Source: an optimization exercise on an open RTL-to-GDS flow (aim: small area, a short achievable clock period and few clock cycles per item). Production flows keep margins and buffers that such runs may drop. RTL that was checked went through simulation tests only; none was proved equivalent to the original.

==> flow/design.v <==
module division_float_32(clock, start, operand1, operand2, result, finish, illegal);
	input clock;
	input start;
	input [31:0] operand1, operand2;
	output [31:0] result;
	output finish;
	output illegal;
	wire [23:0] m1 = {1'b1, operand1[22:0]};
	wire [23:0] m2 = {1'b1, operand2[22:0]};
	reg  [23:0] d1;
	reg  [25:0] d3;
	reg  [7:0]  exp_r;
	reg         unf_r, zero_r, sign_r;
	always @(posedge clock) begin
		d1     <= m2;
		d3     <= {1'b0, m2, 1'b0} + {2'b0, m2};
		exp_r  <= 8'd127 + operand1[30:23] - operand2[30:23];
		unf_r  <= ({1'b0, operand1[30:23]} + 9'd127) < {1'b0, operand2[30:23]};
		zero_r <= (operand1 == 32'd0);
		sign_r <= operand1[31] ^ operand2[31];
	end
	function automatic [25:0] digit(input [25:0] X, input [23:0] d, input [25:0] t);
		reg [26:0] c1, c2, c3;
		begin
			c1 = {1'b0, X} - {3'b0, d};
			c2 = {1'b0, X} - {2'b0, d, 1'b0};
			c3 = {1'b0, X} - {1'b0, t};
			if (!c3[26])      digit = {2'd3, c3[23:0]};
			else if (!c2[26]) digit = {2'd2, c2[23:0]};
			else if (!c1[26]) digit = {2'd1, c1[23:0]};
			else              digit = {2'd0, X[23:0]};
		end
	endfunction
	reg  [25:1] x;
	reg  [28:0] q;
	wire done = q[28];
	wire [25:0] s1 = digit({x, 1'b0}, d1, d3);
	wire [25:0] s2 = digit({s1[23:0], 2'b0}, d1, d3);
	always @(posedge clock) begin
		if (start) begin
			x <= {1'b0, m1};
			q <= 29'd1;
		end else if (!done) begin
			x <= {s2[23:0], 1'b0};
			q <= {q[24:0], s1[25:24], s2[25:24]};
		end
	end
	wire [24:0] Q = q[27:3];
	wire rnd = q[2] & ((q[1:0] != 2'd0) | (x[25:2] != 24'd0));
	wire [25:0] Qr = {1'b0, Q} + rnd;
	wire [22:0] frac = Qr[24] ? Qr[23:1] : Qr[22:0];
	wire [7:0] expo = unf_r ? 8'd0 : (Qr[24] ? exp_r : exp_r - 8'd1);
	assign result = zero_r ? 32'd0 : {sign_r, expo, frac};
	assign finish = done;
	assign illegal = (operand2 == 32'd0);
endmodule
clock: 5.5 ns
lec_check: 0
cap_margin: 20
core_margin: 2
core_utilization: 40
slew_margin: 20
run.sh (not shown) runs the stock make flow with config.mk's settings and CLKGATE_MAP_FILE= SYNTH_SCRIPT=/design/flow/synth_recipe.tcl, a recipe that flattens the netlist after the stock synthesis.
The starting point reached the layout checks and failed them: setup timing.
==> next run, changes <==
==> flow/design.v (replaced) <==
module division_float_32(clock, start, operand1, operand2, result, finish, illegal);
	input clock;
	input start;
	input [31:0] operand1, operand2;
	output [31:0] result;
	output finish;
	output illegal;
	wire [23:0] m1 = {1'b1, operand1[22:0]};
	wire [23:0] m2 = {1'b1, operand2[22:0]};
	reg  [25:0] d3;
	reg  [7:0]  exp_r;
	reg         unf_r, zero_r, sign_r;
	always @(posedge clock) begin
		d3     <= {1'b0, m2, 1'b0} + {2'b0, m2};
		exp_r  <= 8'd127 + operand1[30:23] - operand2[30:23];
		unf_r  <= ({1'b0, operand1[30:23]} + 9'd127) < {1'b0, operand2[30:23]};
		zero_r <= (operand1 == 32'd0);
		sign_r <= operand1[31] ^ operand2[31];
	end
	reg  [25:1] x;
	reg  [26:0] q;
	wire done = q[26];
	wire [26:0] c1 = {1'b0, x, 1'b0} - {3'b0, m2};
	wire [26:0] c2 = {1'b0, x, 1'b0} - {2'b0, m2, 1'b0};
	wire [26:0] c3 = {1'b0, x, 1'b0} - {1'b0, d3};
	wire ge1 = ~c1[26];
	wire ge2 = ~c2[26];
	wire ge3 = ~c3[26];
	wire [1:0] dig = ge3 ? 2'd3 : ge2 ? 2'd2 : ge1 ? 2'd1 : 2'd0;
	wire [23:0] w = ge3 ? c3[23:0] : ge2 ? c2[23:0] : ge1 ? c1[23:0] : {x[23:1], 1'b0};
	always @(posedge clock) begin
		if (start) begin
			x <= {1'b0, m1};
			q <= 27'd1;
		end else if (!done) begin
			x <= {w, 1'b0};
			q <= {q[24:0], dig};
		end
	end
	wire [24:0] Q = q[25:1];
	wire rnd = q[0] & (x[25:2] != 24'd0);
	wire [25:0] Qr = {1'b0, Q} + rnd;
	wire [22:0] frac = Qr[24] ? Qr[23:1] : Qr[22:0];
	wire [7:0] expo = unf_r ? 8'd0 : (Qr[24] ? exp_r : exp_r - 8'd1);
	assign result = zero_r ? 32'd0 : {sign_r, expo, frac};
	assign finish = done;
	assign illegal = (operand2 == 32'd0);
endmodule
With this change the flow went through all stages and came out clean.
Utilization drops by 13 points.
Fmax climbs by 7.9%.
Worst hold slack is worse by 0.016 ns.
Worst setup slack is better by 0.42 ns.
Count of clock-buffer cells in the layout drops by 9.
No run of this note included a check of the RTL's function; only the layout flow was run.

* * *

Another version of the RTL of division_float_32 (not shown whole).
For scale: ~1100 cells after synthesis, about 85 flip-flops, roughly 100 I/O pins, about 6900 µm² of cells after synthesis.
Settings: LEC_CHECK=0, ABC_AREA=1, CAP_MARGIN=20, CORE_MARGIN=2, CORE_UTILIZATION=62, SETUP_SLACK_MARGIN=1.9, SLEW_MARGIN=20; clock period 5.5 ns.
standard.sh (not shown) runs the stock make flow with config.mk's settings and CLKGATE_MAP_FILE= SYNTH_SCRIPT=/design/flow/synth_recipe.tcl, a recipe that flattens the netlist after the stock synthesis.
==> flow/flow/run.sh <==
#!/bin/bash
# The standard layout (standard.sh: the standard synthesis and ORFS flow),
# with plain buffers (sky130_fd_sc_hd__buf_1) on the ports instead of the
# default delay-cell buffers. make's full output goes to standard_flow.log;
# ORFS keeps each step's own log under orfs/logs/.
set -euo pipefail
bash standard.sh BUFFER_PORTS_ARGS="-buffer_cell sky130_fd_sc_hd__buf_1" finish > standard_flow.log 2>&1
The baseline passed the timing, design-rule and antenna checks.
Testbench counts at the start, summed over its fixed seeds: cycles 26,624, items 2,048.
==> next run, changes <==
--- a/flow/design.v
+++ b/flow/design.v
@@ -1,20 +1,20 @@
 module division_float_32(clock, start, operand1, operand2, result, finish, illegal);
 	input clock;
 	input start;
 	input [31:0] operand1, operand2;
 	output [31:0] result;
 	output finish;
 	output illegal;
-	wire [23:0] m1 = {1'b1, operand1[22:0]};    
-	wire [23:0] m2 = {1'b1, operand2[22:0]};    
+	wire [23:0] m1 = {1'b1, operand1[22:0]};
+	wire [23:0] m2 = {1'b1, operand2[22:0]};
 	wire        big = ge23(operand1[22:0], operand2[22:0]);    
 	wire [9:0]  u   = {2'b0, operand1[30:23]} + {2'b0, ~operand2[30:23]} + 10'd128;
 	wire        unf = (u[9:8] == 2'b00);
 	wire [7:0]  ex1 = u[7:0];
 	wire [7:0]  ex0 = u[7:0] - 8'd1;
 	reg  [7:0]  exp_r;
 	reg         zero_r, sign_r;
 	reg  [22:0] d;       
 	always @(posedge clock) begin
 		d <= operand2[22:0];
 		exp_r  <= (unf || operand1 == 32'd0) ? 8'd0 :
@@ -156,30 +156,30 @@
 			G8[22] = G7[22] | (P7[22] & G7[21]); P8[22] = P7[22] & P7[21];
 			G8[24] = G7[24] | (P7[24] & G7[23]); P8[24] = P7[24] & P7[23];
 			c = {G8, 1'b1};
 			diff = r[23:0] ^ ({24{c[25]}} & (b[23:0] ^ c[23:0]));
 			step = {c[25], diff, inj};
 		end
 	endfunction
 	reg  [24:0] r;       
 	reg  [22:0] L;       
 	reg  [3:0]  cnt;
 	wire done = (cnt == 4'd12);
-	wire [25:0] t0 = step(r, d, L[22]);
-	wire [25:0] t1 = step(t0[24:0], d, L[21]);
+	wire [25:0] s0 = step(r, d, L[22]);
+	wire [25:0] s1 = step(s0[24:0], d, L[21]);
 	always @(posedge clock) begin
 		if (start)
 			r <= big ? {1'b0, m1} : {m1, 1'b0};
 		else
-			r <= t1[24:0];
+			r <= s1[24:0];
 		if (start) begin
 			L   <= big ? {1'b0, m2[23:2]} : m2[23:1];
 			cnt <= 4'd0;
 		end else if (!done) begin
-			L   <= {L[20:0], t0[25] & ~zero_r, t1[25] & ~zero_r};
+			L   <= {L[20:0], s0[25], s1[25]};
 			cnt <= cnt + 4'd1;
 		end
 	end
-	assign result = {sign_r, exp_r, L};
+	assign result = {sign_r, exp_r, L & {23{~zero_r}}};
 	assign finish = done;
 	assign illegal = (operand2 == 32'd0);
 endmodule
What happened: The new run finished with timing, DRC and antenna clean. Worst hold slack degrades by 0.0071 ns. Cell count is higher by 2.2%. Die area is higher by 3.0%.
Testbench counts after the change, summed over its fixed seeds: cycles 26,624, items 2,048.

* * *

Another version of the RTL of division_float_32 (not shown whole).
Size: about 1600 cells after synthesis, roughly 85 flip-flops, roughly 9600 um^2 of cells after synthesis.
Design division_float_32, start of the top module:
module division_float_32(clock, start, operand1, operand2, result, finish, illegal);
==> module division_float_32, before the edit <==
module division_float_32(clock, start, operand1, operand2, result, finish, illegal);
	input clock;
	input start;
	input [31:0] operand1, operand2;
	output [31:0] result;
	output finish;
	output illegal;
	wire [23:0] m1 = {1'b1, operand1[22:0]};
	wire [23:0] m2 = {1'b1, operand2[22:0]};
	wire        big = operand1[22:0] >= operand2[22:0];    
	reg  [7:0]  exp_r;
	reg         zero_r, sign_r;
	reg  [22:0] d;
	always @(posedge clock) begin
		d <= operand2[22:0];
		exp_r  <= (({1'b0, operand1[30:23]} + 9'd127) < {1'b0, operand2[30:23]} || operand1 == 32'd0) ? 8'd0 :
		          operand1[30:23] + ~operand2[30:23] + 8'd127 + {7'd0, big};
		zero_r <= (operand1 == 32'd0);
		sign_r <= (operand1[31] ^ operand2[31]) & (operand1 != 32'd0);
	end
	function automatic [25:0] step(input [24:0] r, input [22:0] dd, input inj);
		reg [24:0] b, g, p, G, P, G2, P2;
		reg [25:0] c;
		reg [23:0] diff;
		integer i, s;
		begin
			b = {1'b1, 1'b0, ~dd};
			g = r & b;
			p = r | b;
			G = g; P = p; G[0] = g[0] | p[0]; P[0] = 1'b0;
			for (s = 1; s < 25; s = s * 2) begin G2 = G; P2 = P; for (i = 0; i < 25; i = i + 1) if ((i / s) % 2 == 1) begin G2[i] = G[i] | (P[i] & G[(i/s)*s-1]); P2[i] = P[i] & P[(i/s)*s-1]; end G = G2; P = P2; end
			c = {G, 1'b1};
			diff = r[23:0] ^ ({24{c[25]}} & (b[23:0] ^ c[23:0]));
			step = {c[25], diff, inj};
		end
	endfunction
	reg  [24:0] r;
	reg  [22:0] L;
	reg  [3:0]  cnt;
	wire done = (cnt == 4'd8);
	wire [25:0] s0 = step(r, d, L[22]);
	wire [25:0] s1 = step(s0[24:0], d, L[21]);
	wire [25:0] s2 = step(s1[24:0], d, L[20]);
	always @(posedge clock) begin
		if (start)
			r <= big ? {1'b0, m1} : {m1, 1'b0};
		else
			r <= s2[24:0];
		if (start) begin
			L   <= big ? {1'b0, m2[23:2]} : m2[23:1];
			cnt <= 4'd0;
		end else if (!done) begin
			L   <= {L[19:0], s0[25], s1[25], s2[25]};
			cnt <= cnt + 4'd1;
		end
	end
	assign result = {sign_r, exp_r, L & {23{~zero_r}}};
	assign finish = done;
	assign illegal = (operand2 == 32'd0);
endmodule
Settings: LEC_CHECK=0, ABC_AREA=1, CAP_MARGIN=20, CORE_MARGIN=2, CORE_UTILIZATION=55, SLEW_MARGIN=20; clock period 5.5 ns.
==> flow/flow/run.sh <==
#!/bin/bash
# The standard layout, with plain buffers (sky130_fd_sc_hd__buf_1) on the
# ports instead of the default delay-cell buffers.
set -euo pipefail
bash standard.sh BUFFER_PORTS_ARGS="-buffer_cell sky130_fd_sc_hd__buf_1" finish > standard_flow.log 2>&1
Edit:
--- a/flow/design.v
+++ b/flow/design.v
@@ -37,20 +37,19 @@
 	reg  [24:0] r;
 	reg  [22:0] L;
 	reg  [3:0]  cnt;
-	wire done = (cnt == 4'd8);
+	wire done = (cnt == 4'd12);
 	wire [25:0] s0 = step(r, d, L[22]);
 	wire [25:0] s1 = step(s0[24:0], d, L[21]);
-	wire [25:0] s2 = step(s1[24:0], d, L[20]);
 	always @(posedge clock) begin
 		if (start)
 			r <= big ? {1'b0, m1} : {m1, 1'b0};
 		else
-			r <= s2[24:0];
+			r <= s1[24:0];
 		if (start) begin
 			L   <= big ? {1'b0, m2[23:2]} : m2[23:1];
 			cnt <= 4'd0;
 		end else if (!done) begin
-			L   <= {L[19:0], s0[25], s1[25], s2[25]};
+			L   <= {L[20:0], s0[25], s1[25]};
 			cnt <= cnt + 4'd1;
 		end
 	end
Register-to-register slack is better by 1.1 ns; maximum frequency rises by 24%; wire length falls by 27%; worst hold slack is worse by 0.0044 ns; non-clock buffer count falls by 23; final area falls by 18%; global-route usage falls by 3.3 points; setup slack is better by 0.96 ns.
No run of this note included a check of the RTL's function; only the layout flow was run.

-- re-timing with driven ports --
The results above use ideal ports. As a check the final layouts listed here were re-extracted and re-timed, cells and wires unchanged. Step 1 assumes that a clkbuf_16 drives the clock port and a buf_2 every other input. Step 2 moves the port delays by t, midway between the first and last clock arrival at a register: inputs arrive t later, outputs are due t later. That takes back most of the time a late clock gives input paths. Three values: ideal, step 1, step 2; two values: the first two.
run | t (ns) | setup slack, ns | worst setup path at the end
the first run of note 1 | 0.480 | -0.215 / -0.215 / -0.215 | register to register
the second run of note 1 | 0.401 | 0.202 / 0.154 / 0.312 | input to register
the first run of note 2 | 0.412 | 2.049 / 2.030 / 1.762 | input to register
the second run of note 2 | 0.394 | 2.021 / 2.000 / 1.764 | input to register
the first run of note 3 | 0.389 | 0.543 / 0.543 / 0.543 | register to register
the second run of note 3 | 0.389 | 1.507 / 1.526 / 1.137 | input to register
For the second run of note 3, which loses most, drivers alone change the setup slack by +0.019 ns; drivers and shift together by -0.370 ns.
